This design comes from an exercise in tuning for small area, a short achievable clock period and few clock cycles per item on the open sky130 flow, not from production work. In this exercise RTL edits were held to simulation tests only and were not proved equivalent to the original. Power figures rest on the tool's default switching activity, not on a simulated workload.

==> flow/design.v (excerpt) <==
module sort_32_u8(
    input clk,
    input rst_n,
    input vld_in,
    input [7:0] din_0,
    input [7:0] din_1,
    input [7:0] din_2,
    input [7:0] din_3,
    input [7:0] din_4,
    input [7:0] din_5,
    input [7:0] din_6,
    input [7:0] din_7,
    input [7:0] din_8,
    input [7:0] din_9,
    input [7:0] din_10,
    input [7:0] din_11,
    input [7:0] din_12,
    input [7:0] din_13,
    input [7:0] din_14,
    input [7:0] din_15,
    input [7:0] din_16,
    input [7:0] din_17,
    input [7:0] din_18,
    input [7:0] din_19,
    input [7:0] din_20,
    input [7:0] din_21,
    input [7:0] din_22,
    input [7:0] din_23,
    input [7:0] din_24,
    input [7:0] din_25,
    input [7:0] din_26,
    input [7:0] din_27,
    input [7:0] din_28,
    input [7:0] din_29,
    input [7:0] din_30,
    input [7:0] din_31,
    output vld_out,
    output [7:0] dout_0,
    output [7:0] dout_1,
    output [7:0] dout_2,
    output [7:0] dout_3,
    output [7:0] dout_4,
    output [7:0] dout_5,
    output [7:0] dout_6,
    output [7:0] dout_7,
    output [7:0] dout_8,
    output [7:0] dout_9,
    output [7:0] dout_10,
    output [7:0] dout_11,
    output [7:0] dout_12,
    output [7:0] dout_13,
    output [7:0] dout_14,
    output [7:0] dout_15,
    output [7:0] dout_16,
    output [7:0] dout_17,
    output [7:0] dout_18,
    output [7:0] dout_19,
    output [7:0] dout_20,
    output [7:0] dout_21,
    output [7:0] dout_22,
    output [7:0] dout_23,
    output [7:0] dout_24,
    output [7:0] dout_25,
    output [7:0] dout_26,
    output [7:0] dout_27,
    output [7:0] dout_28,
    output [7:0] dout_29,
    output [7:0] dout_30,
    output [7:0] dout_31
);
    reg [4:0] cnt;
    reg busy, vld_r;
    wire [4:0] cnt_nx = vld_in ? 5'd1 : cnt + 1'b1;
    wire busy_nx = vld_in | (busy & (cnt != 22));
    always @(posedge clk or negedge rst_n) begin
        if (!rst_n) begin
            cnt <= 0;
            busy <= 1'b0;
            vld_r <= 1'b0;
        end else begin
            if (vld_in | busy) cnt <= cnt_nx;
  ...
==> flow/config.mk <==
export PLATFORM = sky130hd
export DESIGN_NAME = sort_32_u8
export DESIGN_NICKNAME = sort_32_u8
export VERILOG_FILES = /design/flow/design.v
export SDC_FILE = /design/flow/constraint.sdc
export NUM_CORES = 8
export LEC_CHECK = 0
export CAP_MARGIN = 20
export CORE_MARGIN = 2
export CORE_UTILIZATION = 30
export CTS_CLUSTER_DIAMETER = 100
export CTS_CLUSTER_SIZE = 20
export PLACE_DENSITY = 0.6
export SETUP_SLACK_MARGIN = 3.2
export SLEW_MARGIN = 20
export SYNTH_HIERARCHICAL = 1
export SYNTH_MINIMUM_KEEP_SIZE = 0
==> flow/constraint.sdc <==
create_clock -name core_clock -period 5.5 [get_ports {clk}]
set_input_delay 1.1000 -clock core_clock [delete_from_list [all_inputs] [get_ports {clk}]]
set_output_delay 1.1000 -clock core_clock [all_outputs]
set_load 0.01 [all_outputs]
standard.sh (not shown) runs the stock make flow with config.mk's settings and CLKGATE_MAP_FILE= SYNTH_SCRIPT=/design/flow/synth_recipe.tcl, a recipe that flattens the netlist after the stock synthesis.
==> flow/flow/run.sh <==
#!/bin/bash
# Own layout flow: the standard ORFS flow (standard.sh) with two changes:
#  - ABC maps each module for a light output load (ABC_LOAD_IN_FF), so the
#    small cell modules of the design keep their smallest drive strength;
#    timing repair later upsizes what the clock period needs.
#  - the port buffers are sky130_fd_sc_hd__buf_1 instead of the cell that
#    buffer_ports picks by default. Every input and output port still gets
#    its own buffer.
# make's full output goes to standard_flow.log; ORFS keeps each step's log
# under orfs/logs/.
set -euo pipefail
cd "$(dirname "$0")/.."
bash standard.sh ABC_LOAD_IN_FF=0.5 'BUFFER_PORTS_ARGS=-buffer_cell sky130_fd_sc_hd__buf_1' finish > standard_flow.log 2>&1 || { tail -50 standard_flow.log; exit 1; }
tail -5 standard_flow.log
Testbench counts at the start, summed over its fixed seeds: cycles 21,120, items 960.
Rerun with:
Settings changed: GPL_ROUTABILITY_DRIVEN from default to 0, PLACE_DENSITY 0.6 to 0.45.
Result: The changed run ran to the end with no violations. Register-to-register slack is better by 0.02 ns. Routed wire length increases slightly. Cell count does not change. First-iteration DRC count goes down by about a fifth. Via count goes down by a few percent. Synthesized area is unchanged. Global-route usage went up by 0.64 points. Synthesized cell count does not change.
Rerun with:
Settings changed: GPL_ROUTABILITY_DRIVEN 0 to default.
After rerunning:
- power stays the same
- combinational power barely changes
- area after synthesis stays the same
- routed wire length is unchanged

afterwards: timing with drivers on the ports:
Ports are ideal in the flow. The routed layouts listed here were re-timed in OpenROAD.
Step 1: set_driving_cell puts a clkbuf_16 on clk and a buf_2 on each other input, an assumption about the parent block.
Step 2 also shifts input and output timing later by t, the mid clock arrival at the registers, as if the neighbouring blocks saw the same clock.
Slacks: ideal / step 1 / step 2; pairs: ideal / step 1.
run	t, ns	slack for setup (ns)	latest minus earliest clock arrival (ns)	slew at the worst register clock pin (ns)	worst slew at a driven data input, ns
the first run	0.562	3.215 / 3.164 / 2.655	0.034 / 0.035	0.09 / 0.09	0.08
the second run	0.557	3.233 / 3.180 / 2.729	0.013 / 0.013	0.09 / 0.09	0.12
the third run	0.557	3.233 / 3.180 / 2.729	0.013 / 0.013	0.09 / 0.09	0.12
After both steps every run listed still meets setup and hold. The setup slack of the first run, which loses most, moves by -0.051 ns with the drivers and by -0.560 ns with both steps.
